Optimization exercise on an open flow, not production practice.
RTL: at most simulated, not proved equivalent.
Function not checked: runs 1 to 3.
Power: default activity.

==> design/flow/design.v <==
`timescale 1ns / 1ps
module debug_controller #(
    parameter BAUD = 625000,  
    parameter CLK_RATE = 10,  
    parameter TIMEOUT  = 1    
    )(
    input logic clk,
    input logic rst,
    input logic srx,
    output logic stx,
    input logic [31:0] pc,
    input logic mcu_busy,
    input logic [31:0] d_rd,
    input logic error,
    output logic [31:0] d_in,
    output logic [31:0] addr,
    output logic pause,
    output logic resume,
    output logic reset,
    output logic reg_rd,
    output logic reg_wr,
    output logic mem_rd,
    output logic mem_wr,
    output logic [1:0] mem_size,
    output logic valid
);
    localparam R_IDLE  = 3'd0;
    localparam R_START = 3'd1;
    localparam R_DATA  = 3'd2;
    localparam R_STOP  = 3'd3;
    localparam R_CLEAN = 3'd4;
    logic       rxd1, rxd;
    logic [2:0] rs;
    logic [6:0] rc;
    logic [31:0] rxsr;       
    always_ff @(posedge clk) begin
        if (rst) begin
            rxd1 <= 1'b1;
            rxd  <= 1'b1;
        end
        else begin
            rxd1 <= srx;
            rxd  <= rxd1;
        end
    end
    always_ff @(posedge clk) begin
        if (rst) begin
            rs <= R_IDLE;
            rc <= 0;
        end
        else begin
            case (rs)
                R_IDLE: begin
                    rc <= 0;
                    if (!rxd) rs <= R_START;
                end
                R_START: begin
                    if (rc[2:0] == 3'd7) begin
                        rc <= 0;
                        rs <= rxd ? R_IDLE : R_DATA;
                    end
                    else rc <= rc + 1;
                end
                R_DATA: begin
                    rc <= rc + 1;
                    if (rc == 7'd127) rs <= R_STOP;
                end
                R_STOP: begin
                    rc <= rc + 1;
                    if (rc[3:0] == 4'd15) rs <= R_CLEAN;
                end
                default: rs <= R_IDLE;
            endcase
        end
    end
    always_ff @(posedge clk) begin
        if (rs == R_DATA && rc[3:0] == 4'd15)
            rxsr <= {rxd, rxsr[31:1]};
    end
    wire rx_dv = (rs == R_CLEAN);
    logic [1:0]  nb;
    logic        rdy;
    logic [20:0] ibt;
    wire ibt_hit = (ibt == 21'h1f0f7d);
    always_ff @(posedge clk) begin
        if (rst || rx_dv) ibt <= 21'd1;
        else              ibt <= {ibt[19:0], ibt[20] ^ ibt[18]};
    end
    always_ff @(posedge clk) begin
        if (rst) begin
            nb  <= 0;
            rdy <= 0;
        end
        else begin
            rdy <= rx_dv && (nb == 2'd3);
            if (rx_dv)        nb <= nb + 1;
            else if (ibt_hit) nb <= 0;
        end
    end
    wire [31:0] rxw = {rxsr[7:0], rxsr[15:8], rxsr[23:16], rxsr[31:24]};
    localparam S_WAIT_CMD   = 4'd0;
    localparam S_ECHO_CMD   = 4'd1;
    localparam S_WAIT_ADDR  = 4'd2;
    localparam S_ECHO_ADDR  = 4'd3;
    localparam S_WAIT_DATA  = 4'd4;
    localparam S_ECHO_DATA  = 4'd5;
    localparam S_CTRLR      = 4'd6;
    localparam S_SEND_DATA  = 4'd7;
    localparam S_SEND_ERROR = 4'd8;
    localparam S_PROG_RCV   = 4'd9;
    localparam S_PROG_WR    = 4'd10;
    logic [3:0]  ss;
    logic [31:0] r_addr, r_d_in;
    logic [3:0]  r_cmd;
    logic        s_valid;
    logic [1:0]  r_ec;
    logic        cbusy;       
    logic [7:0]  tr;
    logic [5:0]  th;
    logic        txb;         
    logic [31:0] txsr;        
    wire s_cnt   = (ss == S_WAIT_ADDR) || (ss == S_WAIT_DATA) || (ss == S_PROG_RCV);
    wire tr_wrap = (tr == 8'd161);
    wire to_wait = (th == 6'd61) && (tr == 8'd119);    
    wire to_prog = (th == 6'd61) && (tr == 8'd118);    
    wire ld_echo = rdy && (((ss == S_WAIT_CMD) && (rxw[3:0] != 4'hF)) ||
                           (ss == S_WAIT_ADDR) || (ss == S_WAIT_DATA));
    wire ld_cmd  = (ss == S_WAIT_CMD);
    wire ld_d    = (ss == S_CTRLR) && !cbusy && !s_valid;
    wire ld_e    = (ss == S_SEND_DATA) && !txb;
    wire tx_load = ld_echo || ld_d || ld_e;
    wire tx_shift = txb && (tr[3:0] == 4'd15) && (tr[7:4] != 4'd0) && (tr[7:4] <= 4'd8);
    always_ff @(posedge clk) begin
        if (tx_load) begin
            tr <= 8'd159;
            th <= 0;
        end
        else if (rst || !(s_cnt || txb)) begin
            tr <= 0;
            th <= 0;
        end
        else begin
            tr <= tr_wrap ? 8'd0 : tr + 1;
            th <= th + tr_wrap;
        end
    end
    always_ff @(posedge clk) begin
        if (rst)                              txb <= 0;
        else if (tx_load)                     txb <= 1;
        else if (th == 6'd4 && tr == 8'd160)  txb <= 0;
    end
    wire [31:0] tx_rx  = rxsr & {{4{!ld_cmd}}, 4'hF, {24{!ld_cmd}}};
    wire [31:0] tx_drd = {d_rd[7:0], d_rd[15:8], d_rd[23:16], d_rd[31:24]};
    wire [31:0] tx_ec  = {6'b0, r_ec, 24'b0};
    always_ff @(posedge clk) begin
        if (tx_load || tx_shift)
            txsr <= ({32{ld_echo}}  & tx_rx) |
                    ({32{ld_d}}     & tx_drd) |
                    ({32{ld_e}}     & tx_ec) |
                    ({32{tx_shift}} & {1'b0, txsr[31:1]});
    end
    always_ff @(posedge clk) begin
        if (rst) stx <= 1'b1;
        else     stx <= !txb || ((tr[7:4] != 4'd0) && ((tr[7:4] > 4'd8) || txsr[0]));
    end
    always_ff @(posedge clk) begin
        if (rst) begin
            ss      <= S_WAIT_CMD;
            s_valid <= 0;
            r_d_in  <= 0;
            r_cmd   <= 0;
        end
        else begin
            case (ss)
                S_WAIT_CMD: begin
                    if (rdy) begin
                        if (rxw[3:0] == 4'hF) begin
                            ss     <= S_PROG_RCV;
                            r_cmd  <= 4'hC;
                        end
                        else begin
                            r_cmd <= rxw[3:0];
                            ss    <= S_ECHO_CMD;
                        end
                    end
                end
                S_ECHO_CMD:  if (!txb) ss <= S_WAIT_ADDR;
                S_WAIT_ADDR: begin
                    if (rdy) begin
                        ss     <= S_ECHO_ADDR;
                    end
                    else if (to_wait) ss <= S_WAIT_CMD;
                end
                S_ECHO_ADDR: if (!txb) ss <= S_WAIT_DATA;
                S_WAIT_DATA: begin
                    if (rdy) begin
                        r_d_in <= rxw;
                        ss     <= S_ECHO_DATA;
                    end
                    else if (to_wait) ss <= S_WAIT_CMD;
                end
                S_ECHO_DATA: begin
                    if (!txb) begin
                        ss      <= S_CTRLR;
                        s_valid <= 1;
                    end
                end
                S_CTRLR: begin
                    s_valid <= 0;
                    if (!cbusy && !s_valid) ss <= S_SEND_DATA;
                end
                S_SEND_DATA:  if (!txb) ss <= S_SEND_ERROR;
                S_SEND_ERROR: if (!txb) ss <= S_WAIT_CMD;
                S_PROG_RCV: begin
                    if (rdy) begin
                        r_d_in  <= rxw;
                        s_valid <= 1;
                        ss      <= S_PROG_WR;
                    end
                    else if (to_prog) ss <= S_WAIT_CMD;
                end
                S_PROG_WR: begin
                    s_valid <= 0;
                    ss      <= S_PROG_RCV;
                end
                default: ss <= S_WAIT_CMD;
            endcase
        end
    end
    wire        a_clr = (ss == S_WAIT_CMD) && rdy && (rxw[3:0] == 4'hF);
    wire        a_ld  = (ss == S_WAIT_ADDR) && rdy;
    wire        a_inc = (ss == S_PROG_WR);
    logic [29:0] a_nx;
    logic [30:0] a_cy;
    always_comb begin
        a_cy[0] = 1'b1;
        for (int i = 0; i < 30; i++) begin
            a_nx[i]   = r_addr[i+2] ^ a_cy[i];
            a_cy[i+1] = r_addr[i+2] & a_cy[i];
        end
    end
    always_ff @(posedge clk) begin
        if (rst || a_clr)  r_addr <= 0;
        else if (a_ld)     r_addr <= rxw;
        else if (a_inc)    r_addr[31:2] <= a_nx;
    end
    assign addr = r_addr;
    assign d_in = r_d_in;
    localparam FN_PAUSE        = 4'h1;
    localparam FN_RESUME       = 4'h2;
    localparam FN_RESET        = 4'h4;
    localparam FN_MEM_RD_BYTE  = 4'h6;
    localparam FN_MEM_RD_WORD  = 4'h7;
    localparam FN_REG_RD       = 4'h8;
    localparam FN_BR_PT_ADD    = 4'h9;
    localparam FN_BR_PT_RM     = 4'hA;
    localparam FN_MEM_WR_BYTE  = 4'hB;
    localparam FN_MEM_WR_WORD  = 4'hC;
    localparam FN_REG_WR       = 4'hD;
    logic        c_wait;      
    logic        c_err;
    logic        mcu_paused;
    logic        bp_en;
    logic        ms1;
    logic [13:0] ct;          
    wire c_to = (ct == 14'h11bb);    
    logic [7:0]  bpv;
    logic [31:0] ring [8];
    logic [2:0]  rot;
    logic        bp_hit;
    logic        bp_free;
    logic [2:0]  bp_slot;
    wire [15:0] vv    = {bpv, bpv} << rot;
    wire [7:0]  vphys = vv[15:8];           
    always_comb begin
        bp_hit = 0;
        for (int p = 0; p < 8; p++)
            if (vphys[p] && (ring[p] == pc)) bp_hit = 1;
    end
    always_comb begin
        bp_free = 0;
        bp_slot = 0;
        for (int i = 7; i >= 0; i--) begin
            if (!bpv[i]) begin
                bp_free = 1;
                bp_slot = i[2:0];
            end
        end
    end
    wire c_cmd  = !c_wait && s_valid;
    wire is_add = (r_cmd == FN_BR_PT_ADD);
    wire bp_add = c_cmd && is_add && bp_free;
    wire bp_rm  = c_cmd && (r_cmd == FN_BR_PT_RM) && (r_addr[31:3] == 0);
    wire ins    = is_add && bp_free && ((bp_slot + rot) == 3'd7);
    always_ff @(posedge clk) begin
        if (rst) begin
            bpv <= 0;
            rot <= 0;
        end
        else begin
            rot <= rot + 1;
            if (bp_add) bpv[bp_slot] <= 1'b1;
            if (bp_rm)  bpv[r_addr[2:0]] <= 1'b0;
        end
    end
    always_ff @(posedge clk) begin
        ring[0] <= ins ? r_addr : ring[7];
        for (int p = 1; p < 8; p++) ring[p] <= ring[p-1];
    end
    always_ff @(posedge clk) begin
        if (!c_wait) ct <= 14'd1;
        else         ct <= {ct[12:0], ct[13] ^ ct[12]};
    end
    always_ff @(posedge clk) begin
        if (rst) begin
            pause      <= 0;
            reset      <= 0;
            resume     <= 0;
            valid      <= 0;
            reg_rd     <= 0;
            mem_rd     <= 0;
            reg_wr     <= 0;
            mem_wr     <= 0;
            ms1        <= 1;
            c_err      <= 0;
            mcu_paused <= 0;
            cbusy      <= 0;
            bp_en      <= 1;
            c_wait     <= 0;
        end
        else if (!c_wait) begin
            if (s_valid) begin
                cbusy <= 1;
                case (r_cmd)
                    FN_PAUSE: begin
                        pause      <= 1;
                        valid      <= 1;
                        mcu_paused <= 1;
                        c_wait     <= 1;
                    end
                    FN_RESUME: begin
                        resume     <= 1;
                        valid      <= 1;
                        bp_en      <= 1;
                        mcu_paused <= 0;
                        c_wait     <= 1;
                    end
                    FN_RESET: begin
                        reset      <= 1;
                        valid      <= 1;
                        mcu_paused <= 0;
                    end
                    FN_BR_PT_ADD, FN_BR_PT_RM: ;
                    FN_MEM_RD_WORD: begin
                        mem_rd <= 1;
                        ms1    <= 1;
                        valid  <= 1;
                        c_wait <= 1;
                    end
                    FN_MEM_WR_WORD: begin
                        mem_wr <= 1;
                        ms1    <= 1;
                        valid  <= 1;
                        c_wait <= 1;
                    end
                    FN_MEM_RD_BYTE: begin
                        mem_rd <= 1;
                        ms1    <= 0;
                        valid  <= 1;
                        c_wait <= 1;
                    end
                    FN_MEM_WR_BYTE: begin
                        mem_wr <= 1;
                        ms1    <= 0;
                        valid  <= 1;
                        c_wait <= 1;
                    end
                    FN_REG_RD: begin
                        reg_rd <= 1;
                        valid  <= 1;
                        c_wait <= 1;
                    end
                    FN_REG_WR: begin
                        reg_wr <= 1;
                        valid  <= 1;
                        c_wait <= 1;
                    end
                    default: begin
                        reg_wr <= 0;
                        mem_wr <= 0;
                    end
                endcase
            end
            else if (!mcu_paused && bp_hit && bp_en) begin
                pause      <= 1;
                valid      <= 1;
                mcu_paused <= 1;
                bp_en      <= 0;
                c_wait     <= 1;
            end
            else begin
                pause  <= 0;
                resume <= 0;
                reset  <= 0;
                mem_rd <= 0;
                mem_wr <= 0;
                reg_rd <= 0;
                reg_wr <= 0;
                valid  <= 0;
                cbusy  <= 0;
            end
        end
        else begin
            valid <= 0;
            if (!mcu_busy) begin
                pause  <= 0;
                resume <= 0;
                reset  <= 0;
                mem_rd <= 0;
                mem_wr <= 0;
                reg_rd <= 0;
                reg_wr <= 0;
                c_err  <= 0;
                c_wait <= 0;
            end
            else if (c_to) begin
                c_err  <= 1;
                c_wait <= 0;
            end
        end
    end
    assign mem_size = {ms1, 1'b0};
    always_ff @(posedge clk) begin
        if (rst) r_ec <= 0;
        else begin
            if (s_valid) r_ec <= 2'd0;
            if (c_err)   r_ec <= 2'd2;
            if (error)   r_ec <= 2'd1;
        end
    end
endmodule  
==> design/flow/flow/run.sh <==
#!/bin/bash
set -euo pipefail
export BUFFER_PORTS_ARGS="-buffer_cell sky130_fd_sc_hd__buf_1"
export CTS_ARGS="-sink_clustering_enable -repair_clock_nets -dont_use_dummy_load -sink_clustering_size 10 -sink_clustering_max_diameter 40 -buf_list {sky130_fd_sc_hd__clkbuf_4}"
bash standard.sh > flow.log 2>&1
==> design/flow/standard.sh <==
#!/bin/bash
# synth_recipe.tcl (not shown) runs the flow's synth.tcl, then flattens the netlist and writes it again
# the make line also repeats each setting of config.mk as NAME=value (left out here)
make -C /OpenROAD-flow-scripts/flow DESIGN_CONFIG=/design/flow/config.mk WORK_HOME=/design/flow/orfs CLKGATE_MAP_FILE= SYNTH_SCRIPT=/design/flow/synth_recipe.tcl "${@:-finish}"
==> design/flow/config.mk <==
export PLATFORM = sky130hd
export DESIGN_NAME = debug_controller
export DESIGN_NICKNAME = debug_controller
export VERILOG_FILES = /design/flow/design.v
export SDC_FILE = /design/flow/constraint.sdc
export NUM_CORES = 4
export LEC_CHECK = 0
export CAP_MARGIN = 20
export CORE_MARGIN = 2
export CORE_UTILIZATION = 40
export SLEW_MARGIN = 20
==> design/flow/constraint.sdc <==
create_clock -name core_clock -period 7.0 [get_ports {clk}]
set_input_delay 1.4000 -clock core_clock [delete_from_list [all_inputs] [get_ports {clk}]]
set_output_delay 1.4000 -clock core_clock [all_outputs]
set_load 0.01 [all_outputs]
==> results.ini, run 1 <==
[run_status]
status=no timing/DRC/antenna violations

[final_layout]
areaGrowthSynthToFinish_pct=8.036
drive_gt1_frac=0.07501
fillerInstances=4401
layout.nets=1931
multiInputGateArea_um2=7571
final_cell_count_no_fill=2418
fin_area_um2=20070
regArea_um2=10370

[clock_network]
clock_sinks=486
cts_tree=done
cts.path.max_buffers=3
post_cts_buffers=0
cts_root_buf=clkbuf_4
clk_latency_ns=0.78
cts-hold-fix-buffers=0
ctsHtreeMaxLevel=3
path_clk_slew_ns=0.10
cts_buffers=71
ctsResizeCount=0

[grt]
gr-total-overflow=0
grt_pass1_wl_um=75290
grt_pass1_vias=12610
grt_usage=0.2103
antenna_found_initial=5
grt_max_degree=43

[yosys]
synthTopCellsByArea=dfxtp_1, xor2_1, edfxtp_1, ha_1, a21oi_1
yosysTopAreaCell=dfxtp_1
synth.distinct_cells=65
ys_warn_count=2
ys_seq_area_frac=0.5583
syn_inst=1687
syn_area_um2=18580
synth_top_area_frac=0.4548
ys_ff_latch=486
synth_edf_count=64
yosysMostFrequentCell=dfxtp_1
synth_common_cells=dfxtp_1, xor2_1, nand2_1, a21oi_1, nor4_1
syn-num-nets=1803
async_reset_ff_frac=0
synth_flop_cell=dfxtp_1
avgSynthCellArea_um2=11.01

[sta]
fin_crit_ns=5.984
finalSetupViolCount=0
drv_slew=0
skew_ns=0.08523
tightest_slew_ns=0.9363
totalNegativeSetupSlack_ns=0
grt_setup_unrepaired=false
clock.fmax_ghz=0.1671
relSlewSlack=0.3758
finalHoldViolations=0
setup_slack_ns=1.016
period_share=0.8549

[drt]
ant_nets=0
drtPass1Iterations=7
dr_total_vias=12840
wl_um=50450
post_drt_wl_per_cell_um=20.87
drcViolationCount=0
vias_per_cell=5.311
drtIter0Drc=995

[pwr]
p_per_area_nw_per_um2=221.6
totalPowerFinal_uw=4448
irDropWorstVdd_v=0.0001135
leakage_uw=0.007935

[floorplan]
coreArea_um2=45580
die_area_um2=48180
ioPinCount=144
start_util=0.4076
rows=78
die_h_um=219.5
die_w_um=219.5

[place]
place_ws_ns=1.053
placed_cell_area_um2=19520
port_buffers=142
dp.cells=2342
dp_hpwl_um=37840
gp_congestion=0.9266

[flow_run]
maxCapViolations=0

[setup_path]
slowest_stage=dfxtp_1
endpoint_kind=flop
criticalPathCategory=reg -> reg
critPathLaunchType=flop
crit_fanout=7
path_buf_inv=0
critPathTopFamily=adder cells
critPathMaxStageDelay_ns=0.38
critPathRequiredTime_ns=7.63
arrival_ns=6.61
critical_path.most_common_cell=ha_1

[worst_hold_path]
hold_path.class=reg -> reg

-- per-layer routing --
layer  part of all wire  routed length [µm]  GRT usage
met5            0.00020                  10          0
met3              0.061                3079    0.04651
met4              0.038                1907    0.08694
met2               0.46               23380     0.3330
met1               0.44               22080     0.2778
-- cells in the final DEF, fill, tap and decap left out, types with 37 or more instances in the layout --
cell type  synthesis  final
a21oi_1           99     98
and2_1            37     37
buf_1              1    141
clkbuf_4           0     71
dfxtp_1          422    422
edfxtp_1          64     64
ha_1              46     46
inv_1             51     51
nand2_1          128    128
nor2_1            59     56
nor4_1            74     73
xor2_1           263    263
-- registers in the layout, summed over array words and instances, names as in the netlist, 8 cells and up --
register,flops
bpv,8
ct,14
ibt,21
r_addr,32
r_d_in,32
ring,256
rxsr,32
tr,8
txsr,32
-- worst paths after layout --
check              startpoint     endpoint  slack [ns]  depth (start not counted)
setup / recovery    r_addr[2]   r_addr[30]        1.02                         30
hold / removal    ring[1][23]  ring[2][23]        0.29                          0
setup reg to reg    r_addr[2]   r_addr[30]        1.02                         30
hold reg to reg   ring[1][23]  ring[2][23]        0.29                          0
-- final cells by class --
| type | count | share of cell area |
|---|---|---|
| diodes | 5 | 0.0006235 |
| clock buffers | 71 | 0.02656 |
| inverters | 51 | 0.009539 |
| multi-input cells | 1050 | 0.3773 |
| flip-flops and latches | 486 | 0.5167 |
| well taps | 600 | 0.03741 |
| repair buffers | 155 | 0.03186 |
-- through the flow --
stage / hold slack [ns] / utilization
after CTS: 0.2991 / 0.4400
after floorplan: 0.3487 / -
after global placement: 0.3510 / 0.4279
final: 0.2926 / 0.4403
after detailed placement: 0.3534 / 0.4283
after global routing: 0.3076 / 0.4403
-- cells by family (layout without fill, tap and decap cells) --
| group | Yosys count | in the layout | share of synthesized area |
|---|---|---|---|
| multiplexers | 52 | 52 | 0.03718 |
| XOR/XNOR | 281 | 281 | 0.1325 |
| AO/OA/AOI/OAI | 234 | 234 | 0.08285 |
| flip-flops | 486 | 486 | 0.5583 |
| AND/OR/NAND/NOR | 434 | 434 | 0.1203 |
| buffers and inverters | 151 | 277 | 0.03610 |
| adder cells (fa/ha/maj) | 48 | 48 | 0.03260 |
| other | 1 | 6 | 0.0002019 |
-- report_power, final --
group | internal [µW] | switching (µW) | total [µW]
Combinational | 77.6 | 140 | 217
Sequential | 2820 | 32.2 | 2860
Clock | 467 | 907 | 1370
==> inputs of run 2 (changes only) <==
--- a/design/flow/design.v
+++ b/design/flow/design.v
@@ -231,13 +231,5 @@
     wire        a_ld  = (ss == S_WAIT_ADDR) && rdy;
     wire        a_inc = (ss == S_PROG_WR);
-    logic [29:0] a_nx;
-    logic [30:0] a_cy;
-    always_comb begin
-        a_cy[0] = 1'b1;
-        for (int i = 0; i < 30; i++) begin
-            a_nx[i]   = r_addr[i+2] ^ a_cy[i];
-            a_cy[i+1] = r_addr[i+2] & a_cy[i];
-        end
-    end
+    wire [29:0] a_nx  = r_addr[31:2] + 30'd1;
     always_ff @(posedge clk) begin
         if (rst || a_clr)  r_addr <= 0;
==> results.ini, run 2 <==
[yosys]
yosysTopAreaCell=dfxtp_1
ys_ff_latch=486  ; unchanged
avgSynthCellArea_um2=10.63  ; -3.4%
synth_top_area_frac=0.4510  ; -0.003827
syn_area_um2=18730  ; +0.85%
synth_common_cells=dfxtp_1, xor2_1, nand2_1, a21oi_1, nor2_1
async_reset_ff_frac=0  ; unchanged
syn_inst=1762  ; +4.4%
ys_seq_area_frac=0.5536  ; -0.004698
synth.distinct_cells=75  ; +15%
ys_warn_count=2  ; unchanged
synth_edf_count=64  ; unchanged
synthTopCellsByArea=dfxtp_1, xor2_1, edfxtp_1, nor4_1, a21oi_1
yosysMostFrequentCell=dfxtp_1
syn-num-nets=1851  ; +2.7%
synth_flop_cell=dfxtp_1

[place]
dp_hpwl_um=39600  ; +4.6%
dp.cells=2415  ; +3.1%
port_buffers=142  ; unchanged
gp_congestion=0.9327  ; +0.66%

[drt]
post_drt_wl_per_cell_um=21.42  ; +2.7%
ant_nets=0  ; unchanged
drcViolationCount=0  ; unchanged
vias_per_cell=5.364  ; +0.99%
wl_um=53400  ; +5.8%
drtPass1Iterations=8  ; +1
dr_total_vias=13370  ; +4.1%
drtIter0Drc=1072  ; +7.7%

[final_layout]
final_common_cell=dfxtp_1
drive_gt1_frac=0.08347  ; +0.008452
final_cell_mix=dfxtp_1, xor2_1, buf_1
areaGrowthSynthToFinish_pct=8.302
largest_reg_flops=256  ; unchanged
largest_register=ring
final_cell_count_no_fill=2493  ; +3.1%
layout.nets=1972  ; +2.1%

[clock_network]
cts-hold-fix-buffers=0  ; unchanged
cts_tree=done
post_cts_buffers=0  ; unchanged
cts_root_buf=clkbuf_4
clock_sinks=486  ; unchanged
cts.path.max_buffers=3  ; unchanged
path_clk_slew_ns=0.09  ; about the same
clk_latency_ns=0.83  ; +0.05 ns
ctsResizeCount=0  ; unchanged
cts_buffers=73  ; +2.8%
ctsHtreeMaxLevel=3  ; unchanged

[sta]
finalSetupViolCount=0  ; unchanged
fin_crit_ns=3.928  ; -2.056 ns
totalNegativeSetupSlack_ns=0  ; unchanged
tightest_slew_ns=0.8548  ; -0.08149 ns
grt_setup_unrepaired=false
drv_slew=0  ; unchanged
clock.fmax_ghz=0.2546  ; +52%
skew_ns=0.09376  ; +0.008526 ns
finalHoldViolations=0  ; unchanged
relSlewSlack=0.4249  ; +0.04907
period_share=0.5612  ; -0.2938

[pwr]
irDropWorstVdd_v=0.0001295  ; +14%
leakage_uw=0.007870  ; -0.83%
p_per_area_nw_per_um2=217.1  ; -2.0%

[grt]
grt_max_degree=47  ; +9.3%
grt_pass1_wl_um=80010  ; +6.3%
gr-total-overflow=0  ; unchanged
antenna_found_initial=4  ; -1
grt_pass1_vias=13210  ; +4.8%
grt_usage=0.2207  ; +0.01039

[floorplan]
start_util=0.4041  ; -0.003474
die_h_um=220.4  ; +0.41%
coreArea_um2=46360  ; +1.7%
ioPinCount=144  ; unchanged
die_area_um2=48580  ; +0.83%
rows=79  ; +1.3%
die_w_um=220.4  ; +0.41%

[worst_hold_path]
hold_path.class=reg -> reg

[setup_path]
arrival_ns=4.56  ; -2.05 ns
critPathLaunchType=input port
endpoint_kind=flop
critPathRequiredTime_ns=7.63  ; about the same
criticalPathCategory=in -> reg
r2r_slack_ns=3.69  ; +2.67 ns
crit_fanout=8  ; +1

[run_status]
status=no timing/DRC/antenna violations

[flow_run]
maxCapViolations=0  ; unchanged

-- run 2: cell count changes in the layout (fill, tap and decap cells not counted), sizes merged, moves of 8 or more --
cell    change
a221oi     +11
ha         -27
nor2       +30
a22oi      -25
nor2b       -8
o21ai      +18
and3        +9
-- run 2: logic make-up after synthesis --
logic type | after synthesis | synth area share
DFF | 486 | 0.5536
AOI/OAI and AO/OA | 247 | 0.08523
and+or+nand+nor | 508 | 0.1434
muxes | 55 | 0.03707
adders and majority gates | 21 | 0.01429
xor gates and xnor gates | 282 | 0.1318
buffers and inverters | 162 | 0.03440
other | 1 | 0.0002002
-- run 2: cell type report --
type | instances | area (µm²)
repair buffers | 158 | 654.4
well taps | 607 | 759.5
inverters | 50 | 187.7
multi-input cells | 1114 | 7756
diodes | 5 | 12.51
fillers | 4433 | 26070
clock buffers | 73 | 548.0
flip-flops and latches | 486 | 10370
-- run 2: metrics by stage --
step	util	hold WS (ns)	power (µW)	cell area (µm²)	setup WS, ns
2_1_floorplan	-	0.3487	3014	18730	3.568
3_3_place_gp	0.4254	0.3511	3075	19720	2.472
3_5_place_dp	0.4254	0.3537	3074	19720	2.469
4_1_cts	0.4372	0.3133	4456	20270	3.276
5_1_grt	0.4376	0.3284	4586	20290	3.165
6_report	0.4376	0.3300	4405	20290	3.072
-- run 2: power breakdown --
part	switching, µW	internal [µW]	total (µW)
clock network	914	480	1390
registers	11.7	2820	2830
logic	121	59.3	180
-- run 2: per-layer routing --
metal | track usage | wire, µm | share of wire | up-vias
met2 | 0.3647 | 25400 | 0.48 | 415
met5 | 0 | 12 | 0.00022 | -
li1 | - | - | - | 6373
met3 | 0.04646 | 3061 | 0.057 | 85
met4 | 0.07852 | 1655 | 0.031 | 2
met1 | 0.2855 | 23270 | 0.44 | 6497
-- run 2: path summary, 6_finish.rpt --
path,endpoint,startpoint,cells after the start
setup / recovery,bp_en,pc[9],9
hold / removal,ring[2][11],ring[1][11],0
setup reg to reg,ring[0][7],bpv[6],12
hold reg to reg,ring[2][11],ring[1][11],0
-- run 2: worst max-delay path: stages --
cell,delay (ns)
buf_1,0.52
xor2_1,0.14
nor4_1,0.76
nand4_1,0.29
nor3_1,0.31
nor4_1,0.11
a21oi_1,0.39
nand3_1,0.27
a211o_1,0.35
==> inputs of run 3 (changes only) <==
--- a/design/flow/design.v
+++ b/design/flow/design.v
@@ -30,4 +30,5 @@
     localparam R_STOP  = 3'd3;
     localparam R_CLEAN = 3'd4;
+    localparam R_POST  = 3'd5;    
     logic       rxd1, rxd;
     logic [2:0] rs;
@@ -51,7 +52,7 @@
         else begin
             case (rs)
-                R_IDLE: begin
+                R_IDLE, R_POST: begin
                     rc <= 0;
-                    if (!rxd) rs <= R_START;
+                    rs <= rxd ? R_IDLE : R_START;
                 end
                 R_START: begin
@@ -70,4 +71,5 @@
                     if (rc[3:0] == 4'd15) rs <= R_CLEAN;
                 end
+                R_CLEAN: rs <= R_POST;
                 default: rs <= R_IDLE;
             endcase
@@ -80,5 +82,4 @@
     wire rx_dv = (rs == R_CLEAN);
     logic [1:0]  nb;
-    logic        rdy;
     logic [20:0] ibt;
     wire ibt_hit = (ibt == 21'h1f0f7d);
@@ -90,12 +91,11 @@
         if (rst) begin
             nb  <= 0;
-            rdy <= 0;
         end
         else begin
-            rdy <= rx_dv && (nb == 2'd3);
             if (rx_dv)        nb <= nb + 1;
             else if (ibt_hit) nb <= 0;
         end
     end
+    wire rdy = (rs == R_POST) && (nb == 2'd0);
     wire [31:0] rxw = {rxsr[7:0], rxsr[15:8], rxsr[23:16], rxsr[31:24]};
     localparam S_WAIT_CMD   = 4'd0;
@@ -110,8 +110,8 @@
     localparam S_PROG_RCV   = 4'd9;
     localparam S_PROG_WR    = 4'd10;
+    localparam S_CTRLR2     = 4'd11;    
     logic [3:0]  ss;
     logic [31:0] r_addr, r_d_in;
     logic [3:0]  r_cmd;
-    logic        s_valid;
     logic [1:0]  r_ec;
     logic        cbusy;       
@@ -127,5 +127,6 @@
                            (ss == S_WAIT_ADDR) || (ss == S_WAIT_DATA));
     wire ld_cmd  = (ss == S_WAIT_CMD);
-    wire ld_d    = (ss == S_CTRLR) && !cbusy && !s_valid;
+    wire s_valid = (ss == S_CTRLR) || (ss == S_PROG_WR);    
+    wire ld_d    = (ss == S_CTRLR2) && !cbusy;
     wire ld_e    = (ss == S_SEND_DATA) && !txb;
     wire tx_load = ld_echo || ld_d || ld_e;
@@ -133,5 +134,5 @@
     always_ff @(posedge clk) begin
         if (tx_load) begin
-            tr <= 8'd159;
+            tr <= 8'd158;
             th <= 0;
         end
@@ -148,5 +149,5 @@
         if (rst)                              txb <= 0;
         else if (tx_load)                     txb <= 1;
-        else if (th == 6'd4 && tr == 8'd160)  txb <= 0;
+        else if (th == 6'd4 && tr == 8'd159)  txb <= 0;
     end
     wire [31:0] tx_rx  = rxsr & {{4{!ld_cmd}}, 4'hF, {24{!ld_cmd}}};
@@ -160,12 +161,8 @@
                     ({32{tx_shift}} & {1'b0, txsr[31:1]});
     end
-    always_ff @(posedge clk) begin
-        if (rst) stx <= 1'b1;
-        else     stx <= !txb || ((tr[7:4] != 4'd0) && ((tr[7:4] > 4'd8) || txsr[0]));
-    end
+    assign stx = !txb || ((tr[7:4] != 4'd0) && ((tr[7:4] > 4'd8) || txsr[0]));
     always_ff @(posedge clk) begin
         if (rst) begin
             ss      <= S_WAIT_CMD;
-            s_valid <= 0;
             r_d_in  <= 0;
             r_cmd   <= 0;
@@ -203,11 +200,8 @@
                     if (!txb) begin
                         ss      <= S_CTRLR;
-                        s_valid <= 1;
                     end
                 end
-                S_CTRLR: begin
-                    s_valid <= 0;
-                    if (!cbusy && !s_valid) ss <= S_SEND_DATA;
-                end
+                S_CTRLR:  ss <= S_CTRLR2;
+                S_CTRLR2: if (!cbusy) ss <= S_SEND_DATA;
                 S_SEND_DATA:  if (!txb) ss <= S_SEND_ERROR;
                 S_SEND_ERROR: if (!txb) ss <= S_WAIT_CMD;
@@ -215,5 +209,4 @@
                     if (rdy) begin
                         r_d_in  <= rxw;
-                        s_valid <= 1;
                         ss      <= S_PROG_WR;
                     end
@@ -221,5 +214,4 @@
                 end
                 S_PROG_WR: begin
-                    s_valid <= 0;
                     ss      <= S_PROG_RCV;
                 end
@@ -231,5 +223,13 @@
     wire        a_ld  = (ss == S_WAIT_ADDR) && rdy;
     wire        a_inc = (ss == S_PROG_WR);
-    wire [29:0] a_nx  = r_addr[31:2] + 30'd1;
+    logic [29:0] a_nx;
+    logic [30:0] a_cy;
+    always_comb begin
+        a_cy[0] = 1'b1;
+        for (int i = 0; i < 30; i++) begin
+            a_nx[i]   = r_addr[i+2] ^ a_cy[i];
+            a_cy[i+1] = r_addr[i+2] & a_cy[i];
+        end
+    end
     always_ff @(posedge clk) begin
         if (rst || a_clr)  r_addr <= 0;
==> results.ini, run 3 <==
[yosys]
ys_seq_area_frac=0.5532  ; about the same
ys_warn_count=2  ; unchanged
synth_common_cells=dfxtp_1, xor2_1, nand2_1, nor2_1, a21oi_1
syn-num-nets=1809  ; -2.3%
synth_top_area_frac=0.4501  ; -0.0009214
synth_flop_cell=dfxtp_1
synth.distinct_cells=63  ; -16%
yosysMostFrequentCell=dfxtp_1
synth_edf_count=64  ; unchanged
ys_ff_latch=483  ; -0.62%
yosysTopAreaCell=dfxtp_1
syn_inst=1694  ; -3.9%
syn_area_um2=18640  ; -0.51%
avgSynthCellArea_um2=11.00  ; +3.5%
async_reset_ff_frac=0  ; unchanged
synthTopCellsByArea=dfxtp_1, xor2_1, edfxtp_1, ha_1, nor4_1

[place]
gp_congestion=0.9146  ; -1.9%
port_buffers=142  ; unchanged
placed_cell_area_um2=19590  ; -0.68%
place_ws_ns=1.015  ; -1.454 ns
dp_hpwl_um=36240  ; -8.5%

[setup_path]
r2r_start=r_addr[2]
slowest_stage=dfxtp_1
criticalPathCategory=reg -> reg
r2r_slack_ns=1.03  ; -2.66 ns
critPathMaxStageDelay_ns=0.39  ; -0.37 ns
critical_path.most_common_cell=ha_1
rr_endpoint=r_addr[30]
critPathLaunchType=flop
ff2ff_path_depth=30  ; +18
arrival_ns=6.68  ; +2.12 ns
critPathRequiredTime_ns=7.70  ; +0.07 ns
endpoint_kind=flop
crit_fanout=7  ; -1

[pwr]
irDropWorstVdd_v=0.0001010  ; -22%
leakage_uw=0.007915  ; +0.58%
totalPowerFinal_uw=4450  ; +1.0%
p_per_area_nw_per_um2=220.8  ; +1.7%

[sta]
setup_slack_ns=1.028  ; -2.044 ns
drv_slew=0  ; unchanged
finalHoldWorstSlack_ns=0.2864  ; -0.04367 ns
tightest_slew_ns=0.9714  ; +0.1166 ns
period_share=0.8531  ; +0.2920
skew_ns=0.1529  ; +0.05915 ns
grt_setup_unrepaired=false
finalSetupViolCount=0  ; unchanged
fin_crit_ns=5.972  ; +2.044 ns
relSlewSlack=0.3500  ; -0.07488
finalHoldViolations=0  ; unchanged
totalNegativeSetupSlack_ns=0  ; unchanged
clock.fmax_ghz=0.1675  ; -34%

[worst_hold_path]
whs_endpoint=ring[7][1]
hold_depth=0  ; unchanged
hold_path.class=reg -> reg
min-delay-start=ring[6][1]

[final_layout]
fillerInstances=4510  ; +1.7%
layout.nets=1934  ; -1.9%
largest_reg_flops=256  ; unchanged
drive_gt1_frac=0.07595  ; -0.007517
largest_register=ring
fin_area_um2=20150  ; -0.68%
areaGrowthSynthToFinish_pct=8.109
final_common_cell=dfxtp_1
final_cell_mix=dfxtp_1, xor2_1, buf_1

[floorplan]
ioPinCount=144  ; unchanged
coreArea_um2=46260  ; -0.21%
die_h_um=219.9  ; -0.25%
die_area_um2=48340  ; -0.49%
rows=79  ; unchanged
die_w_um=219.9  ; -0.25%
start_util=0.4029  ; -0.001192

[drt]
drtIter0Drc=1001  ; -6.6%
drtPass1Iterations=7  ; -1
wl_um=48290  ; -9.6%
vias_per_cell=5.250  ; -2.1%
dr_total_vias=12740  ; -4.8%
post_drt_wl_per_cell_um=19.91  ; -7.1%
drcViolationCount=0  ; unchanged
ant_nets=0  ; unchanged

[clock_network]
cts_root_buf=clkbuf_4
ctsResizeCount=0  ; unchanged
cts.path.max_buffers=3  ; unchanged
cts_tree=done
clock_sinks=483  ; -0.62%
ctsHtreeMaxLevel=3  ; unchanged
post_cts_buffers=0  ; unchanged
cts-hold-fix-buffers=0  ; unchanged
path_clk_slew_ns=0.11  ; +0.02 ns
clk_latency_ns=0.83  ; about the same
cts_buffers=70  ; -4.1%

[grt]
antenna_found_initial=3  ; -1
gr-total-overflow=0  ; unchanged
grt_pass1_vias=12460  ; -5.7%
grt_max_degree=63  ; +34%
grt_pass1_wl_um=72860  ; -8.9%
grt_usage=0.2006  ; -0.02012

[flow_run]
maxCapViolations=0  ; unchanged

[run_status]
status=no timing/DRC/antenna violations

## run 3: changes by cell type after synthesis, sizes merged, moves of 10 or more
cell / delta
a211oi: +30
a21oi: -23
and3: -10
buf: +27
clkbuf: -40
ha: +26
mux2i: +25
nand2: -23
nor4: -14
o21ai: -22
xnor2: +30
xor2: -34
## run 3: worst max-delay path: cells and delay by family (launching register included)
family                   cells  cell delay [ns]
AO/OA/AOI/OAI                1             0.23
adder cells (fa/ha/maj)     28             5.24
flip-flops                   1             0.39
multiplexers                 1             0.06
## run 3: kinds of logic after synthesis
group	share of synthesized area
AND/OR/NAND/NOR	0.1233
AO/OA/AOI/OAI	0.07841
other	0.0002012
flip-flops	0.5532
adder cells (fa/ha/maj)	0.03128
buffers and inverters	0.03410
XOR/XNOR	0.1306
multiplexers	0.04887
## run 3: final cells by class
| class | instances | area [µm²] | share of cell area |
|---|---|---|---|
| clock buffer | 70 | 525.5 | 0.02608 |
| antenna | 2 | 5.005 | 0.0002484 |
| timing repair buffer | 152 | 629.4 | 0.03123 |
| sequential | 483 | 10310 | 0.5117 |
| tap | 607 | 759.5 | 0.03769 |
| multi-input combinational | 1062 | 7732 | 0.3838 |
| inverter | 50 | 187.7 | 0.009314 |
## run 3: worst max-delay path by stage
stage | start | endpoint | slack (ns) | cells after the start
detailed placement | r_addr[2] | r_addr[30] | 1.02 | 30
CTS | r_addr[2] | r_addr[30] | 0.98 | 30
global route | r_addr[2] | r_addr[31] | 0.65 | 31
floorplan | r_addr[2] | r_addr[30] | 1.33 | 30
finish | r_addr[2] | r_addr[30] | 1.03 | 30
global placement | r_addr[2] | r_addr[31] | 1.02 | 31
## run 3: metal layers
layer  vias to the layer above  routed length [µm]  track usage
met1                      6098               21730       0.2693
met2                       389               21580       0.3085
met3                        84                3425      0.04776
met4                         2                1547      0.08546
met5                         -                  10            0
li1                       6163                   -            -
## run 3: power breakdown
part	switching, µW	total (µW)	internal (µW)
Clock	895	1350	460
Sequential	35.1	2850	2810
Combinational	158	248	90.6
## run 3: stage by stage
stage,utilization,std cells
after floorplan,-,1694
after global placement,0.4234,2353
after detailed placement,0.4234,2353
after CTS,0.4348,2423
after global routing,0.4356,2426
final,0.4356,2426
==> inputs of run 4 (changes only) <==
--- a/design/flow/design.v
+++ b/design/flow/design.v
@@ -226,5 +226,5 @@
     logic [30:0] a_cy;
     always_comb begin
-        a_cy[0] = 1'b1;
+        a_cy[0] = a_inc;
         for (int i = 0; i < 30; i++) begin
             a_nx[i]   = r_addr[i+2] ^ a_cy[i];
@@ -235,5 +235,5 @@
         if (rst || a_clr)  r_addr <= 0;
         else if (a_ld)     r_addr <= rxw;
-        else if (a_inc)    r_addr[31:2] <= a_nx;
+        else               r_addr[31:2] <= a_nx;
     end
     assign addr = r_addr;
==> design/flow/flow/run.sh (replaced) <==
#!/bin/bash
set -euo pipefail
export BUFFER_PORTS_ARGS="-buffer_cell sky130_fd_sc_hd__buf_1"
export CTS_ARGS="-sink_clustering_enable -repair_clock_nets -dont_use_dummy_load -sink_clustering_size 10 -sink_clustering_max_diameter 40 -buf_list {sky130_fd_sc_hd__clkbuf_4}"
export RECOVER_POWER=100
bash standard.sh > flow.log 2>&1
==> results.ini, run 4 <==
[floorplan]
die_w_um=218.6  ; -0.58%
coreArea_um2=45380  ; -1.9%
die_h_um=218.6  ; -0.58%
start_util=0.4059  ; +0.003001
rows=78  ; -1.3%
ioPinCount=144  ; unchanged
die_area_um2=47780  ; -1.1%

[place]
port_buffers=142  ; unchanged
dp_hpwl_um=32270  ; -11%
gp_congestion=0.8512  ; -6.9%

[drt]
drtIter0Drc=938  ; -6.3%
wl_um=44550  ; -7.7%
ant_nets=0  ; unchanged
drtPass1Iterations=6  ; -1
dr_total_vias=12510  ; -1.8%
vias_per_cell=5.165  ; -1.6%
post_drt_wl_per_cell_um=18.39  ; -7.6%
drcViolationCount=0  ; unchanged

[clock_network]
cts_tree=done
cts-hold-fix-buffers=0  ; unchanged
cts.path.max_buffers=3  ; unchanged
ctsHtreeMaxLevel=3  ; unchanged
post_cts_buffers=0  ; unchanged
clk_latency_ns=0.77  ; -0.06 ns
path_clk_slew_ns=0.11  ; about the same
clock_sinks=483  ; unchanged
cts_root_buf=clkbuf_4
cts_buffers=70  ; unchanged
ctsResizeCount=0  ; unchanged

[yosys]
syn_inst=1691  ; -0.18%
synth_flop_cell=dfxtp_1
synth_top_family_by_area=XOR/XNOR gates
synthMuxAreaShare=0.03641  ; -0.01246
avgSynthCellArea_um2=10.89  ; -0.99%
synth-compound-area-share=0.07417  ; -0.004236
synth_xor_area_frac=0.1317  ; +0.001069
syn-num-nets=1808  ; -0.055%
synthTopCellsByArea=dfxtp_1, xor2_1, edfxtp_1, nand2_1, ha_1
synthAdderAreaFrac=0.03301  ; +0.001728
synth.distinct_cells=64  ; +1.6%
async_reset_ff_frac=0  ; unchanged
yosysTopAreaCell=dfxtp_1
ys_ff_latch=483  ; unchanged
synth_edf_count=64  ; unchanged
ys_warn_count=2  ; unchanged
synth_common_cells=dfxtp_1, xor2_1, nand2_1, a21oi_1, nor4_1
synthSimpleGateAreaFrac=0.1315  ; +0.008182
yosysMostFrequentCell=dfxtp_1
synth_top_area_frac=0.4554  ; +0.005319
syn_area_um2=18420  ; -1.2%
ys_seq_area_frac=0.5597  ; +0.006538

[sta]
fin_crit_ns=6.380  ; +0.4081 ns
totalNegativeSetupSlack_ns=0  ; unchanged
finalSetupViolCount=0  ; unchanged
clock.fmax_ghz=0.1567  ; -6.4%
grt_setup_unrepaired=false
tightest_slew_ns=3.788  ; +2.816 ns
skew_ns=0.1153  ; -0.03765 ns
drv_slew=177  ; +177
relSlewSlack=-1.525  ; -1.875
finalHoldViolations=0  ; unchanged
period_share=0.9114  ; +0.05831

[final_layout]
regArea_um2=10310  ; unchanged
fillerInstances=4373  ; -3.0%
areaGrowthSynthToFinish_pct=8.035  ; about the same
largest_register=ring
drive_gt1_frac=0.06593  ; -0.01002
multiInputGateArea_um2=7513  ; -2.8%
final_common_cell=dfxtp_1
largest_reg_flops=256  ; unchanged
layout.nets=1939  ; +0.26%
final_cell_mix=dfxtp_1, xor2_1, nand2_1

[grt]
grt_max_degree=81  ; +29%
antenna_found_initial=1  ; -2
gr-total-overflow=0  ; unchanged
grt_pass1_wl_um=69810  ; -4.2%
grt_pass1_vias=12420  ; -0.35%
grt_usage=0.1883  ; -0.01223

[setup_path]
endpoint_kind=flop
critical_path.most_common_cell=ha_1
critPathMaxStageDelay_ns=0.45  ; +0.06 ns
criticalPathCategory=reg -> reg
slowest_stage=dfxtp_1
critPathLaunchType=flop
crit_fanout=12  ; +5
critPathRequiredTime_ns=7.64  ; -0.06 ns
arrival_ns=7.02  ; +0.34 ns

[run_status]
so_faults=max-capacitance violations, max-slew violations
status=failed layout checks

[flow_run]
maxCapViolations=4  ; +4

[pwr]
p_per_area_nw_per_um2=222.0  ; +0.54%
leakage_uw=0.007993  ; +0.98%
totalPowerFinal_uw=4418  ; -0.71%
irDropWorstVdd_v=0.0001156  ; +14%

[worst_hold_path]
hold_path.class=reg -> reg

==> run 4: cells by family (layout without fill, tap and decap cells) <==
logic type      count (synthesis)  count (layout)
compound gates                210             210
other cells                     1               3
flops                         483             483
xor+xnor                      277             277
buf+inv                       145             274
mux                            50              50
simple gates                  477             477
fa+ha+maj                      48              48
==> run 4: power by group <==
group,internal (µW),leakage (µW),switching [µW]
clock,461,0.000322,880
sequential,2810,0.00392,16.2
combinational,90.1,0.00375,158
total,3360,0.00799,1050
==> run 4: worst paths after layout <==
| check | from | end | slack [ns] | depth (start not counted) |
|---|---|---|---|---|
| worst min-delay path | ring[4][18] | ring[5][18] | 0.29 | 0 |
| worst max-delay path | ss[3] | r_addr[31] | 0.62 | 33 |
| worst min register to register | ring[4][18] | ring[5][18] | 0.29 | 0 |
| worst max register to register | ss[3] | r_addr[31] | 0.62 | 33 |
==> run 4: per-stage QoR <==
step,setup WS (ns),hold slack (ns),utilization,cell area [µm²],cells
3_3_place_gp,0.7147,0.3505,0.4277,19410,2350
3_5_place_dp,0.5736,0.3533,0.4277,19410,2350
4_1_cts,0.6282,0.2924,0.4393,19930,2420
5_1_grt,0.2375,0.3218,0.4385,19900,2421
2_1_floorplan,0.9838,0.3487,-,18420,1691
6_report,0.6201,0.2921,0.4385,19900,2422
==> run 4: layout make-up <==
type                    instances  area share
flip-flops and latches        483      0.5181
multi-input cells            1063      0.3776
well taps                     600     0.03772
repair buffers                156     0.03093
clock buffers                  70     0.02641
inverters                      48    0.009054
diodes                          2   0.0002515
==> run 4: routing by layer <==
layer / GRT usage / wire length [µm] / vias up
met5: 0 / 0 / -
met4: 0.07234 / 1257 / 0
met3: 0.04301 / 3118 / 73
met2: 0.2899 / 19690 / 370
met1: 0.2566 / 20480 / 5963
li1: - / - / 6103
==> run 4: worst max-delay path, delay by kind of cell, from the launching register on <==
kind | cells | cell delay (ns)
XOR/XNOR | 1 | 0.12
AO/OA/AOI/OAI | 1 | 0.21
AND/OR/NAND/NOR | 2 | 0.31
adder cells (fa/ha/maj) | 29 | 5.23
flip-flops | 1 | 0.45
==> inputs of run 5 (changes only) <==
==> design/flow/flow/run.sh (replaced) <==
#!/bin/bash
set -euo pipefail
export BUFFER_PORTS_ARGS="-buffer_cell sky130_fd_sc_hd__buf_1"
export CTS_ARGS="-sink_clustering_enable -repair_clock_nets -dont_use_dummy_load -sink_clustering_size 10 -sink_clustering_max_diameter 40 -buf_list {sky130_fd_sc_hd__clkbuf_4}"
bash standard.sh > flow.log 2>&1
==> results.ini, run 5 <==
[sta]
drv_slew=0  ; -100%
finalSetupViolCount=0  ; unchanged
period_share=0.9100  ; -0.001411
skew_ns=0.1202  ; +0.004907 ns
relSlewSlack=0.3420  ; +1.867
fin_crit_ns=6.370  ; -0.009874 ns
finalHoldViolations=0  ; unchanged
grt_setup_unrepaired=false
tightest_slew_ns=0.9788  ; -2.809 ns
totalNegativeSetupSlack_ns=0  ; unchanged
clock.fmax_ghz=0.1570  ; +0.16%

[floorplan]
die_w_um=218.6  ; unchanged
die_area_um2=47780  ; unchanged
die_h_um=218.6  ; unchanged
start_util=0.4059  ; unchanged
rows=78  ; unchanged
coreArea_um2=45380  ; unchanged
ioPinCount=144  ; unchanged

[yosys]
syn_inst=1691  ; unchanged
synthAdderAreaFrac=0.03301  ; unchanged
synth-compound-area-share=0.07417  ; unchanged
ys_seq_area_frac=0.5597  ; unchanged
synthMuxAreaShare=0.03641  ; unchanged
synth_xor_area_frac=0.1317  ; unchanged
syn_area_um2=18420  ; unchanged
avgSynthCellArea_um2=10.89  ; unchanged
syn-num-nets=1808  ; unchanged
synth_top_family_by_area=XOR/XNOR gates
yosysTopAreaCell=dfxtp_1
synth_flop_cell=dfxtp_1
async_reset_ff_frac=0  ; unchanged
synthTopCellsByArea=dfxtp_1, xor2_1, edfxtp_1, nand2_1, ha_1
ys_warn_count=2  ; unchanged
synthSimpleGateAreaFrac=0.1315  ; unchanged
synth.distinct_cells=64  ; unchanged
synth_common_cells=dfxtp_1, xor2_1, nand2_1, a21oi_1, nor4_1
yosysMostFrequentCell=dfxtp_1
synth_edf_count=64  ; unchanged
synth_top_area_frac=0.4554  ; unchanged
ys_ff_latch=483  ; unchanged

[setup_path]
critPathTopFamily=adder cells
path_buf_inv=0  ; unchanged
critical_path.most_common_cell=ha_1
slowest_stage=dfxtp_1
critPathRequiredTime_ns=7.66  ; +0.02 ns
endpoint_kind=flop
arrival_ns=7.03  ; about the same
criticalPathCategory=reg -> reg
critPathMaxStageDelay_ns=0.44  ; about the same
critPathLaunchType=flop
crit_fanout=12  ; unchanged

[drt]
drtPass1Iterations=7  ; +1
drtIter0Drc=924  ; -1.5%
dr_total_vias=12500  ; -0.080%
drt-met1-wl_um=20340  ; -0.71%
top_layer_used=met4
wl_um=44610  ; +0.12%
drcViolationCount=0  ; unchanged
met3_length_um=3261  ; +4.6%
vias_per_cell=5.163  ; about the same
ant_nets=0  ; unchanged
post_drt_wl_per_cell_um=18.42  ; +0.16%
wl_met2_um=19740  ; +0.27%

[place]
port_buffers=142  ; unchanged
dp.cells=2350  ; unchanged
gp_congestion=0.8512  ; unchanged
dp_hpwl_um=32270  ; unchanged

[pwr]
irDropWorstVdd_v=0.0001168  ; +1.1%
p_int_uw=3364  ; about the same
pwr-share-comb=0.056  ; about the same
switchingPower_uw=1054  ; about the same
p_sw_frac=0.2385  ; about the same
leakage_uw=0.008044  ; +0.63%
seqPwrFrac=0.640  ; about the same
p_per_area_nw_per_um2=221.6  ; -0.21%
p_clk_frac=0.303  ; about the same

[final_layout]
largest_register=ring
fillerInstances=4364  ; -0.21%
areaGrowthSynthToFinish_pct=8.240
drive_gt1_frac=0.07308  ; +0.007143
largest_reg_flops=256  ; unchanged
final_cell_mix=dfxtp_1, xor2_1, nand2_1
fin_util=0.4393  ; +0.0008270
final_cell_count_no_fill=2421  ; -0.041%
layout.nets=1939  ; unchanged
final_common_cell=dfxtp_1

[clock_network]
cts.path.max_buffers=3  ; unchanged
clk_latency_ns=0.77  ; about the same
post_cts_buffers=0  ; unchanged
cts_tree=done
clock_sinks=483  ; unchanged
ctsHtreeMaxLevel=3  ; unchanged
cts-hold-fix-buffers=0  ; unchanged
ctsResizeCount=0  ; unchanged
cts_root_buf=clkbuf_4
path_clk_slew_ns=0.11  ; about the same
cts_buffers=70  ; unchanged

[grt]
grt_max_degree=81  ; unchanged
grt_pass1_wl_um=69810  ; unchanged
gr-total-overflow=0  ; unchanged
antenna_found_initial=1  ; unchanged
grt_usage=0.1883  ; unchanged
grt_pass1_vias=12420  ; unchanged

[worst_hold_path]
hold_path.class=reg -> reg

[run_status]
status=no timing/DRC/antenna violations

[flow_run]
maxCapViolations=0  ; -4

run 5: per-stage QoR:
stage / worst slack [ns] / area [µm²] / hold slack [ns] / total power, µW
after global routing: 0.2539 / 19940 / 0.3218 / 4625
after floorplan: 0.9838 / 18420 / 0.3487 / 3079
after global placement: 0.7147 / 19410 / 0.3505 / 3134
after detailed placement: 0.5736 / 19410 / 0.3533 / 3140
after CTS: 0.6282 / 19930 / 0.2924 / 4476
final: 0.6299 / 19940 / 0.2919 / 4417
run 5: kinds of logic after synthesis:
logic type	Yosys count
AOI/OAI and AO/OA	210
xor gates and xnor gates	277
adders and majority gates	48
buffers and inverters	145
DFF	483
muxes	50
other	1
and+or+nand+nor	477
run 5: final timing paths:
kind         cells after the start  slack (ns)          end        start
max                             33        0.63   r_addr[31]        ss[3]
min                              0        0.29  ring[5][18]  ring[4][18]
max reg2reg                     33        0.63   r_addr[31]        ss[3]
min reg2reg                      0        0.29  ring[5][18]  ring[4][18]
run 5: power by group through the flow:
stage	Clock, µW	Sequential (µW)	Combinational, µW
after detailed placement	0	2890	247
final	1340	2830	248
after CTS	1400	2830	249
after global placement	0	2890	243
after global routing	1520	2830	276
after floorplan	0	2890	193
run 5: layout make-up:
| type | instances | area [µm²] | area share |
|---|---|---|---|
| multi-input combinational | 1063 | 7530 | 0.3777 |
| antenna | 1 | 2.502 | 0.0001255 |
| clock buffer | 70 | 525.5 | 0.02636 |
| sequential | 483 | 10310 | 0.5171 |
| timing repair buffer | 156 | 639.4 | 0.03207 |
| tap | 600 | 750.7 | 0.03765 |
| inverter | 48 | 180.2 | 0.009037 |
run 5: metal layers:
layer | vias to the layer above | track usage
met5 | - | 0
met1 | 5948 | 0.2566
met4 | 0 | 0.07234
met3 | 73 | 0.04301
li1 | 6101 | -
met2 | 377 | 0.2899
==> inputs of run 6 (changes only) <==
==> design/flow/flow/run.sh (replaced) <==
#!/bin/bash
set -euo pipefail
export BUFFER_PORTS_ARGS="-buffer_cell sky130_fd_sc_hd__buf_1"
export CTS_ARGS="-sink_clustering_enable -repair_clock_nets -dont_use_dummy_load -sink_clustering_size 7 -sink_clustering_max_diameter 30 -buf_list {sky130_fd_sc_hd__clkbuf_2 sky130_fd_sc_hd__clkbuf_4}"
bash standard.sh > flow.log 2>&1
==> results.ini, run 6 <==
[run_status]
status=no timing/DRC/antenna violations

[yosys]
syn-num-nets=1808  ; unchanged
ys_warn_count=2  ; unchanged
ys_ff_latch=483  ; unchanged
synth_flop_cell=dfxtp_1
ys_seq_area_frac=0.5597  ; unchanged
synth.distinct_cells=64  ; unchanged
syn_inst=1691  ; unchanged
async_reset_ff_frac=0  ; unchanged
yosysMostFrequentCell=dfxtp_1
avgSynthCellArea_um2=10.89  ; unchanged
synthTopCellsByArea=dfxtp_1, xor2_1, edfxtp_1, nand2_1, ha_1
synth_edf_count=64  ; unchanged
synth_top_area_frac=0.4554  ; unchanged
synth_common_cells=dfxtp_1, xor2_1, nand2_1, a21oi_1, nor4_1
syn_area_um2=18420  ; unchanged
yosysTopAreaCell=dfxtp_1

[drt]
wl_um=44800  ; +0.44%
drtIter0Drc=986  ; +6.7%
drcViolationCount=0  ; unchanged
vias_per_cell=5.162  ; about the same
ant_nets=0  ; unchanged
drtPass1Iterations=10  ; +3
dr_total_vias=12640  ; +1.1%
post_drt_wl_per_cell_um=18.29  ; -0.71%

[setup_path]
criticalPathCategory=reg -> reg
critPathMaxStageDelay_ns=0.43  ; about the same
arrival_ns=7.07  ; +0.04 ns
ff2ff_path_depth=33  ; unchanged
r2r_slack_ns=0.65  ; +0.02 ns
critPathLaunchType=flop
endpoint_kind=flop
slowest_stage=dfxtp_1
r2r_start=ss[3]
crit_fanout=12  ; unchanged
rr_endpoint=r_addr[31]
critical_path.most_common_cell=ha_1
critPathRequiredTime_ns=7.72  ; +0.06 ns

[grt]
grt_max_degree=81  ; unchanged
grt_usage=0.1897  ; +0.001349
antenna_found_initial=1  ; unchanged
grt_pass1_vias=12640  ; +1.8%
gr-total-overflow=0  ; unchanged
grt_pass1_wl_um=70160  ; +0.50%

[sta]
finalHoldViolations=0  ; unchanged
totalNegativeSetupSlack_ns=0  ; unchanged
finalSetupViolCount=0  ; unchanged
relSlewSlack=0.3367  ; -0.005335
period_share=0.9065  ; -0.003554
skew_ns=0.1232  ; +0.003044 ns
fin_crit_ns=6.345  ; -0.02488 ns
grt_setup_unrepaired=false
setup_slack_ns=0.6548  ; +0.02488 ns
clock.fmax_ghz=0.1576  ; +0.39%
drv_slew=0  ; unchanged
tightest_slew_ns=0.9867  ; +0.007937 ns

[clock_network]
ctsResizeCount=0  ; unchanged
post_cts_buffers=0  ; unchanged
cts_buffers=98  ; +40%
cts.path.max_buffers=3  ; unchanged
cts-hold-fix-buffers=0  ; unchanged
ctsHtreeMaxLevel=3  ; unchanged
cts_tree=done
clk_latency_ns=0.82  ; +0.05 ns
clock_sinks=483  ; unchanged
path_clk_slew_ns=0.08  ; -0.03 ns
cts_root_buf=clkbuf_4

[final_layout]
drive_gt1_frac=0.08712  ; +0.01404
largest_register=ring
layout.nets=1967  ; +1.4%
final_cell_count_no_fill=2449  ; +1.2%
largest_reg_flops=256  ; unchanged
final_cell_mix=dfxtp_1, xor2_1, nand2_1
areaGrowthSynthToFinish_pct=9.381
final_common_cell=dfxtp_1

[floorplan]
die_w_um=218.6  ; unchanged
die_h_um=218.6  ; unchanged
rows=78  ; unchanged
coreArea_um2=45380  ; unchanged
ioPinCount=144  ; unchanged
die_area_um2=47780  ; unchanged
start_util=0.4059  ; unchanged

[pwr]
totalPowerFinal_uw=4637  ; +5.0%
switchingPower_uw=1098  ; +4.2%
p_sw_frac=0.2368  ; -0.001728
p_int_uw=3539  ; +5.2%
pwr-share-comb=0.054  ; -0.002
p_per_area_nw_per_um2=230.1  ; +3.9%
seqPwrFrac=0.610  ; -0.030
irDropWorstVdd_v=0.00009643  ; -17%
p_clk_frac=0.336  ; +0.033
leakage_uw=0.008173  ; +1.6%

[worst_hold_path]
hold_depth=0  ; unchanged
hold_path.class=reg -> reg
whs_endpoint=ring[6][15]
min-delay-start=ring[5][15]

[place]
dp.cells=2350  ; unchanged
dp_hpwl_um=32270  ; unchanged
port_buffers=142  ; unchanged
place_ws_ns=0.5736  ; unchanged
gp_congestion=0.8512  ; unchanged

[flow_run]
maxCapViolations=0  ; unchanged

==> run 6: cell families (layout without fill, tap and decap cells) <==
logic type	Yosys count	count (layout)	share of synthesized area
muxes	50	50	0.03641
AOI/OAI and AO/OA	210	210	0.07418
DFF	483	483	0.5597
xor gates and xnor gates	277	277	0.1317
and+or+nand+nor	477	477	0.1315
other	1	2	0.0002036
buffers and inverters	145	302	0.03328
adders and majority gates	48	48	0.03301
==> run 6: metal layers <==
| layer | GRT usage | up-vias | routed length [µm] | share of wire |
|---|---|---|---|---|
| li1 | - | 6179 | - | - |
| met1 | 0.2568 | 5982 | 20460 | 0.46 |
| met2 | 0.2912 | 407 | 19940 | 0.45 |
| met3 | 0.04398 | 74 | 3123 | 0.070 |
| met4 | 0.07732 | 0 | 1283 | 0.029 |
| met5 | 0 | - | 0 | 0 |
==> run 6: metrics by stage <==
stage	util	hold WS (ns)	area, µm²
after detailed placement	0.4277	0.3533	19410
final	0.4440	0.2951	20150
after global routing	0.4440	0.3193	20150
after floorplan	-	0.3487	18420
after CTS	0.4439	0.3010	20140
after global placement	0.4277	0.3505	19410
==> run 6: worst max path at each step <==
stage,start,endpoint,cells after the start
final,ss[3],r_addr[31],33
after global routing,ss[3],r_addr[31],33
after CTS,ss[3],r_addr[31],33
after detailed placement,ss[3],r_addr[31],33
after global placement,ss[3],r_addr[31],33
after floorplan,ss[1],r_addr[31],34
==> run 6: area by class of cell <==
class | count | area, µm²
repair buffers | 156 | 639.4
clock buffers | 98 | 735.7
multi-input cells | 1063 | 7530
well taps | 600 | 750.7
fillers | 4333 | 25230
diodes | 1 | 2.502
inverters | 48 | 180.2
flip-flops and latches | 483 | 10310
==> run 6: critical path, delay by kind of cell, from the launching register on <==
kind            cells  cell delay [ns]
fa+ha+maj          29             5.25
simple gates        2             0.31
flops               1             0.43
xor+xnor            1             0.12
compound gates      1             0.21
==> run 6: power groups by stage <==
stage          clock network (µW)  logic (µW)  registers [µW]
3_3_place_gp                    0         243            2890
2_1_floorplan                   0         193            2890
6_report                     1560         249            2830
3_5_place_dp                    0         247            2890
4_1_cts                      1630         249            2830
5_1_grt                      1750         276            2830
==> inputs of run 7 (changes only) <==
==> design/flow/flow/run.sh (replaced) <==
#!/bin/bash
set -euo pipefail
here=$(pwd)
export BUFFER_PORTS_ARGS="-buffer_cell sky130_fd_sc_hd__buf_1"
export CTS_ARGS="-sink_clustering_enable -repair_clock_nets -dont_use_dummy_load -sink_clustering_size 10 -sink_clustering_max_diameter 40 -buf_list {sky130_fd_sc_hd__clkbuf_4}"
{
  echo "proc abc {args} {"
  echo "  set i [lsearch \$args -script]"
  echo "  if {\$i >= 0} { set args [lreplace \$args [expr {\$i + 1}] [expr {\$i + 1}] $here/flow/area.script] }"
  echo "  yosys abc {*}\$args"
  echo "}"
  cat synth_recipe.tcl
} > flow_synth.tcl
sed "s|SYNTH_SCRIPT=[^ ]*|SYNTH_SCRIPT=$here/flow_synth.tcl|" standard.sh > flow_standard.sh
grep -q "SYNTH_SCRIPT=$here/flow_synth.tcl" flow_standard.sh
bash flow_standard.sh > flow.log 2>&1
==> design/flow/flow/area.script (new file) <==
&get -n
&st
&syn2
&dch -f
&nf -R 1000
&st
&syn2
&dch -f
&nf -R 1000
&st
&dch -f
&nf -R 1000
&put
--- a/design/flow/config.mk
+++ b/design/flow/config.mk
@@ -8,4 +8,4 @@
 export CAP_MARGIN = 20
 export CORE_MARGIN = 2
-export CORE_UTILIZATION = 40
+export CORE_UTILIZATION = 65
 export SLEW_MARGIN = 20
==> results.ini, run 7 <==
[run_status]
status=no timing/DRC/antenna violations

[drt]
ant_nets=0  ; unchanged
post_drt_wl_per_cell_um=19.83  ; +8.4%
dr_total_vias=12640  ; -0.040%
drtIter0Drc=1135  ; +15%
vias_per_cell=5.850  ; +13%
drcViolationCount=0  ; unchanged
drtPass1Iterations=7  ; -3
wl_um=42830  ; -4.4%

[clock_network]
cts_buffers=58  ; -41%
ctsHtreeMaxLevel=2  ; -1
cts.path.max_buffers=3  ; unchanged
clock_sinks=483  ; unchanged
post_cts_buffers=0  ; unchanged
ctsResizeCount=0  ; unchanged
cts_tree=done
cts-hold-fix-buffers=0  ; unchanged
cts_root_buf=clkbuf_4
clk_latency_ns=0.73  ; -0.09 ns
path_clk_slew_ns=0.10  ; +0.02 ns

[grt]
grt_max_degree=70  ; -14%
grt_pass1_vias=12030  ; -4.8%
grt_pass1_wl_um=65100  ; -7.2%
antenna_found_initial=3  ; +2
grt_usage=0.2950  ; +0.1054
gr-total-overflow=0  ; unchanged

[place]
dp_hpwl_um=31720  ; -1.7%
gp_congestion=0.8876  ; +4.3%
port_buffers=142  ; unchanged
place_ws_ns=0.3373  ; -0.2364 ns

[final_layout]
final_cell_mix=dfxtp_1, nand2_1, xor2_1
layout.nets=1937  ; -1.5%
drive_gt1_frac=0.04455  ; -0.04257
areaGrowthSynthToFinish_pct=8.544
final_common_cell=dfxtp_1
largest_reg_flops=256  ; unchanged
largest_register=ring

[pwr]
irDropWorstVdd_v=0.0001806  ; +87%
totalPowerFinal_uw=4357  ; -6.0%
p_sw_frac=0.2420  ; +0.005218
leakage_uw=0.007229  ; -12%
seqPwrFrac=0.653  ; +0.043
p_clk_frac=0.279  ; -0.057
p_int_uw=3302  ; -6.7%
pwr-share-comb=0.068  ; +0.014
switchingPower_uw=1054  ; -4.0%
p_per_area_nw_per_um2=225.6  ; -2.0%

[yosys]
yosysTopAreaCell=dfxtp_1
synth_xor_area_frac=0.1349  ; +0.003173
synth_top_family_by_area=simple AND/OR/NAND/NOR gates
synth_edf_count=64  ; unchanged
synthTopCellsByArea=dfxtp_1, edfxtp_1, xor2_1, xnor2_1, nand2_1
synth_flop_cell=dfxtp_1
synth_top_area_frac=0.4714  ; +0.01608
syn_inst=1606  ; -5.0%
synth.distinct_cells=51  ; -20%
avgSynthCellArea_um2=11.08  ; +1.7%
yosysMostFrequentCell=dfxtp_1
synthSimpleGateAreaFrac=0.1375  ; +0.005979
ys_warn_count=2  ; unchanged
syn-num-nets=1723  ; -4.7%
syn_area_um2=17790  ; -3.4%
synth_common_cells=dfxtp_1, nand2_1, xor2_1, xnor2_1, a21oi_1
async_reset_ff_frac=0  ; unchanged
synthAdderAreaFrac=0.03418  ; +0.001165
synth-compound-area-share=0.07729  ; +0.003111
ys_ff_latch=483  ; unchanged
synthMuxAreaShare=0.02595  ; -0.01046
ys_seq_area_frac=0.5795  ; +0.01976

[sta]
grt_setup_unrepaired=false
fin_crit_ns=6.560  ; +0.2152 ns
setup_slack_ns=0.4396  ; -0.2152 ns
totalNegativeSetupSlack_ns=0  ; unchanged
clock.fmax_ghz=0.1524  ; -3.3%
finalSetupViolCount=0  ; unchanged
drv_slew=0  ; unchanged
finalHoldViolations=0  ; unchanged
tightest_slew_ns=1.001  ; +0.01422 ns
relSlewSlack=0.3327  ; -0.004007
period_share=0.9372  ; +0.03074
skew_ns=0.09477  ; -0.02844 ns

[worst_hold_path]
hold_depth=0  ; unchanged
min-delay-start=ring[0][4]
hold_path.class=reg -> reg

[setup_path]
critPathRequiredTime_ns=7.63  ; -0.09 ns
critPathMaxStageDelay_ns=0.60  ; +0.17 ns
critPathLaunch=ss[2]
endpoint_kind=flop
criticalPathCategory=reg -> reg
r2r_start=ss[2]
arrival_ns=7.19  ; +0.12 ns
critical_path.most_common_cell=ha_1
ff2ff_path_depth=33  ; unchanged
critPathLaunchType=flop
crit_fanout=15  ; +3
slowest_stage=dfxtp_1

[floorplan]
ioPinCount=144  ; unchanged
die_w_um=169.4  ; -22%
rows=60  ; -23%
start_util=0.6602  ; +0.2543
die_h_um=169.4  ; -22%
die_area_um2=28710  ; -40%
coreArea_um2=26950  ; -41%

[flow_run]
maxCapViolations=0  ; unchanged

-- run 7: cells by family (layout without fill, tap and decap cells) --
group | Yosys count | after routing
buffers and inverters | 48 | 260
xor gates and xnor gates | 274 | 274
AOI/OAI and AO/OA | 214 | 214
adders and majority gates | 48 | 48
other | 1 | 2
DFF | 483 | 483
and+or+nand+nor | 496 | 496
muxes | 42 | 42
-- run 7: worst paths after layout --
kind                endpoint  slack, ns
setup / recovery  r_addr[31]       0.44
hold / removal    ring[1][4]       0.30
setup reg to reg  r_addr[31]       0.44
hold reg to reg   ring[1][4]       0.30
-- run 7: worst max-delay path, delay by kind of cell (launching register included) --
family                     cells  cell delay [ns]
and+or+nand+nor                2             0.38
adders and majority gates     29             5.25
xor gates and xnor gates       1             0.12
DFF                            1             0.60
AOI/OAI and AO/OA              1             0.22
-- run 7: per-stage QoR --
step	cells	hold slack, ns	utilization	instance area, µm²
after floorplan	1606	0.3487	-	17790
after global placement	2100	0.3498	0.7000	18870
after detailed placement	2100	0.3535	0.7000	18870
after CTS	2158	0.3008	0.7162	19300
after global routing	2160	0.3104	0.7166	19310
final	2160	0.2973	0.7166	19310
-- run 7: cell type report --
type                            instances  area, µm²
Timing Repair Buffer                  156      636.9
Sequential cell                       483      10310
Inverter                               46      172.7
Multi-Input combinational cell       1075       7328
Clock buffer                           58      435.4
Tap cell                              341      426.7
Antenna cell                            1      2.502
Fill cell                            2108       7639
-- run 7: power by group through the flow --
| stage | logic [µW] | registers (µW) | clock network, µW |
|---|---|---|---|
| finish | 295 | 2840 | 1220 |
| global route | 323 | 2850 | 1340 |
| CTS | 294 | 2840 | 1240 |
| detailed placement | 292 | 2910 | 0 |
| global placement | 288 | 2910 | 0 |
| floorplan | 169 | 2910 | 0 |
-- run 7: layer usage --
metal / GRT usage / wire, µm
met3: 0.05480 / 2622
met5: 0 / 18
met1: 0.3811 / 18150
met4: 0.1368 / 2081
met2: 0.4836 / 19960
